This is an optimization exercise on Yosys and OpenROAD, whose aim is small area and a short achievable clock period, not a production implementation. Function was checked by simulation only, so behaviour that the tests miss may differ from the original. No activity file was given, so power comes from the tool's default toggle rates.

<file path="flow/run.sh">
#!/bin/bash
# synth_recipe.tcl (not shown) runs the flow's synth.tcl, then flattens the netlist and writes it again
# the make line also repeats each setting of config.mk as NAME=value (left out here)
make -C /OpenROAD-flow-scripts/flow DESIGN_CONFIG=/design/flow/config.mk WORK_HOME=/design/flow/orfs CLKGATE_MAP_FILE= SYNTH_SCRIPT=/design/flow/synth_recipe.tcl finish
</file>
<file path="flow/config.mk">
export PLATFORM = sky130hd
export DESIGN_NAME = alu_top
export DESIGN_NICKNAME = alu_top
export VERILOG_FILES = /design/flow/design.v
export SDC_FILE = /design/flow/constraint.sdc
export NUM_CORES = 8
export LEC_CHECK = 0
export CAP_MARGIN = 20
export CORE_MARGIN = 2
export CORE_UTILIZATION = 40
export SLEW_MARGIN = 20
</file>
<file path="flow/constraint.sdc">
create_clock -name core_clock -period 380.0 [get_ports {clk}]
set_input_delay 76.0000 -clock core_clock [delete_from_list [all_inputs] [get_ports {clk}]]
set_output_delay 76.0000 -clock core_clock [all_outputs]
set_load 0.01 [all_outputs]
</file>
<file path="flow/design.v">
module alu  
#(parameter N=32)  
(
    input logic[N-1:0] operand1, operand2,
    input logic[3:0] operation,
    output logic[(2*N)-1:0] alu_out
);
    always@(operand1 or operand2 or operation) 
        begin
            case(operation)
                4'b0000: alu_out = operand1 + operand2;   
                4'b0001: alu_out = operand1 - operand2;   
                4'b0010: alu_out = operand1 * operand2;   
                4'b0011: alu_out = (operand2 != 0) ? (operand1 % operand2) : 1'bx;   
                4'b0100: alu_out = (operand2 != 0) ? (operand1 / operand2) : 1'bx;   
                4'b0101: alu_out = operand1 & operand2;   
                4'b0110: alu_out = operand1 | operand2;   
                4'b0111: alu_out = operand1 ^ operand2;   
                4'b1000: alu_out = operand1 && operand2;   
                4'b1001: alu_out = operand1 || operand2;   
                4'b1010: alu_out = operand1 << 1;   
                4'b1011: alu_out = operand1 >> 1;   
                4'b1100: alu_out = operand1 == operand2;   
                4'b1101: alu_out = operand1 != operand2;   
                4'b1110: alu_out = operand1 < operand2;   
                4'b1111: alu_out = operand1 > operand2;  
            endcase
        end
endmodule
module alu_top  
#(parameter N=32)  
    (  
    input logic clk, reset,
    input logic[N-1:0]operand1, operand2,
    input logic[3:0] select,
    output logic[(2*N)-1:0] result
    );
    logic[(2*N)-1:0] alu_out; 
    alu #(.N(N)) alu_inst(
        .operand1(operand1),
        .operand2(operand2),
        .operation(select),
        .alu_out(alu_out)
        );  
    always@(posedge clk or posedge reset) begin
        if(reset == 1) begin
        result <= 0;
    end
    else begin
        result <= alu_out;
    end
  end
endmodule 
</file>
==> out/qor.txt <==
GR Overflow Total -> 0
Sequential area share after synthesis -> 0.0120
Clock power frac -> 0
CTS root buffer -> clkbuf_16
Die X -> 583 µm
CP Launch Type -> input pin
Most common cell in the netlist -> ha_1
Cell family with most CP delay -> compound AO/OA/AOI/OAI gates
Final core occ -> 0.435
Fill cells -> 34.4k
Cts bufs inserted -> 9
Worst vdd ir -> 0.00435 V
FF+latch area -> 1600 µm²
Ratio of cells with drive above 1 in the final layout -> 0.111
First-pass GRT wire length -> 854 mm
Largest net degree at the start of global routing -> 83
Antenna-violating nets left -> 0
Comb power -> 476 mW
Mapped cell area -> 134000 µm²
Initial antenna violation count -> 51
Pre-Repair DR Iteration Count -> 7
CP max stage cell -> clkdlybuf4s50_1
Synth Instances -> 18.2k
WL/cell -> 25.7 µm
Combinational share of power -> 1.000
# setup viols final -> 0
Data required time of the critical path -> 380210 ps
Met1 wire length -> 235 mm
Status -> finished clean
Crit. End Element -> flip-flop
Standard-cell row count -> 212
Commonest cells in the netlist -> ha_1, nand2_1, nor2_1
Synth area leaders -> ha_1, fa_1, a21oi_1, nand2_1, nor2_1
Gr usage total -> 0.330
Area growth from synthesis to layout -> 8.39%
Die Area -> 339000 µm²
HPWL Detailed -> 463 mm
Final GP Congestion -> 1.07
Pwr top -> combinational cells
Placed cell area -> 141000 µm²
Design Area, Final -> 145000 µm²
Final Hold Vio Count -> 0
CP Buf/Inv Count -> 153
CTS clock-pin slew for the worst setup and hold paths -> 70 ps
Async S/R FF share, synth -> 1.00
Via count -> 141k
Final period util -> 0.947
Slew Viols, Final -> 0
Slowest stage delay, CP -> 770 ps
Core box area -> 333000 µm²
Placed cells -> 22.6k
Worst rel slew slack -> 0.104
Initial DRC count -> 14.5k
Top FF cell, synth -> dfrtp_1
P per Cell Area -> 3280 nW/µm²
Max FFs per register -> 64
Cell depth of the worst setup path -> 1132
Chip height -> 583 µm
Initial core utilization -> 0.402
Worst hold path class -> in -> async
Clock group -> 0.0110 mW
Hold_buf cts -> 0
Net Sw Frac -> 0.580
Slew @ Worst Pin -> 1340 ps
Vias in the first global route -> 132k
Clock sink total -> 64
#FFs+latches synth -> 64
Cell mode on critical path -> o21a_1
Internal Power -> 200 mW
Crit Path Max Fanout -> 82
Final WS setup -> 20140 ps
Non-filler cells, final -> 22.8k
Mean Syn Cell Area -> 7.37 µm²
Total power -> 476 mW
Largest registers -> result: 64 flops
P_seq -> 0.0493 mW
Synth top area share -> 0.179
Metal3 WL -> 51.3 mm
Arr. time, crit path -> 360070 ps
Max Freq -> 0.00278 GHz
Min cycle time layout -> 359860 ps
DR vias/cell -> 6.20
Psw -> 276 mW
H-tree levels -> 3
Synth warnings -> 2
Multi-input gate area -> 125000 µm²
Met2 Routed Length -> 251 mm
Setup CP Type -> in -> reg
Clock Path Buffers -> 2
Leakage power -> 68.8 nW
# DRC -> 0
Cell variety after synth -> 186
Flop pwr share -> 0
Highest routed layer -> met5
Worst setup path start -> operand2[31]
Post-synth EDFFs -> 0
IO Pins -> 134
Crit path capture -> result[23]
Leading area contributor after synthesis -> ha_1
Max cap viols -> 0
Layout Nets -> 21.3k
PortBufs -> 133
CTS tree -> done
Top reg by flops -> result
Total wire length -> 587 mm
Worst slack, placed -> -2910 ps
final cells by class:
cell class / count / share of cell area
clock buffer: 9 / 0.00155
inverter: 1497 / 0.0392
clock inverter: 7 / 0.000879
antenna: 28 / 0.000483
multi-input combinational: 16000 / 0.863
sequential: 64 / 0.0110
timing repair buffer: 836 / 0.0464
tap: 4387 / 0.0378
cells in the final DEF (no fill, tap or decap), types with 518 or more instances in the layout:
master	instances
nor2_1	1771
xor2_1	518
a21oi_1	1387
xnor2_1	655
inv_1	1454
nor3_1	837
o21a_1	776
nand2_1	1857
ha_1	1910
buf_4	663
o21ai_0	531
fa_1	899
cells by family (layout without fill, tap and decap cells):
family                   Yosys count  count (layout)  synth area share
AO/OA/AOI/OAI                   4977            4983             0.254
XOR/XNOR                        1191            1191            0.0789
adder cells (fa/ha/maj)         2820            2820             0.314
buffers and inverters           2202            2349            0.0712
flip-flops                        64              64            0.0120
multiplexers                     421             421            0.0355
other                              1              60         0.0000280
AND/OR/NAND/NOR                 6508            6516             0.235
layer usage:
metal,vias up,GRT usage
li1,65700,-
met5,-,0
met2,6479,0.516
met1,67500,0.416
met3,1564,0.0580
met4,24,0.221
metrics by stage:
step / setup TNS (ps) / hold WS [ps]
floorplan: 0 / 76240
global placement: 0 / 76180
detailed placement: -143770 / 76180
CTS: 0 / 75750
global route: -35490 / 75760
finish: 0 / 75750
timing repair:
action	CTS	global route
setup buffers	2	142
cloned	0	14
endpoints found under the setup margin	64	64
pin swaps	2	77
resized for setup	18	438

-- static timing again, ports no longer ideal --
The results above use ideal ports. As a check the final layout listed here was re-extracted and re-timed, cells and wires unchanged. Step 1 assumes that a clkbuf_16 drives the clock port and a buf_2 every other input. Step 2 times the ports against the registers' clock, not the clock port: input delays grow and output delays shrink by t, the midpoint of the rising clock arrivals with the driver on. Slacks: no drivers / after step 1 / after step 2; pairs: no drivers / after step 1.
t, ns: 0.462
setup WS [ns]: 20.145 / 20.150 / 19.688
hold slack, ns: 75.751 / 75.713 / 76.175
After both steps setup and hold are still met in this run. For this run, drivers alone change the setup slack by +0.005 ns; drivers and shift together by -0.457 ns.
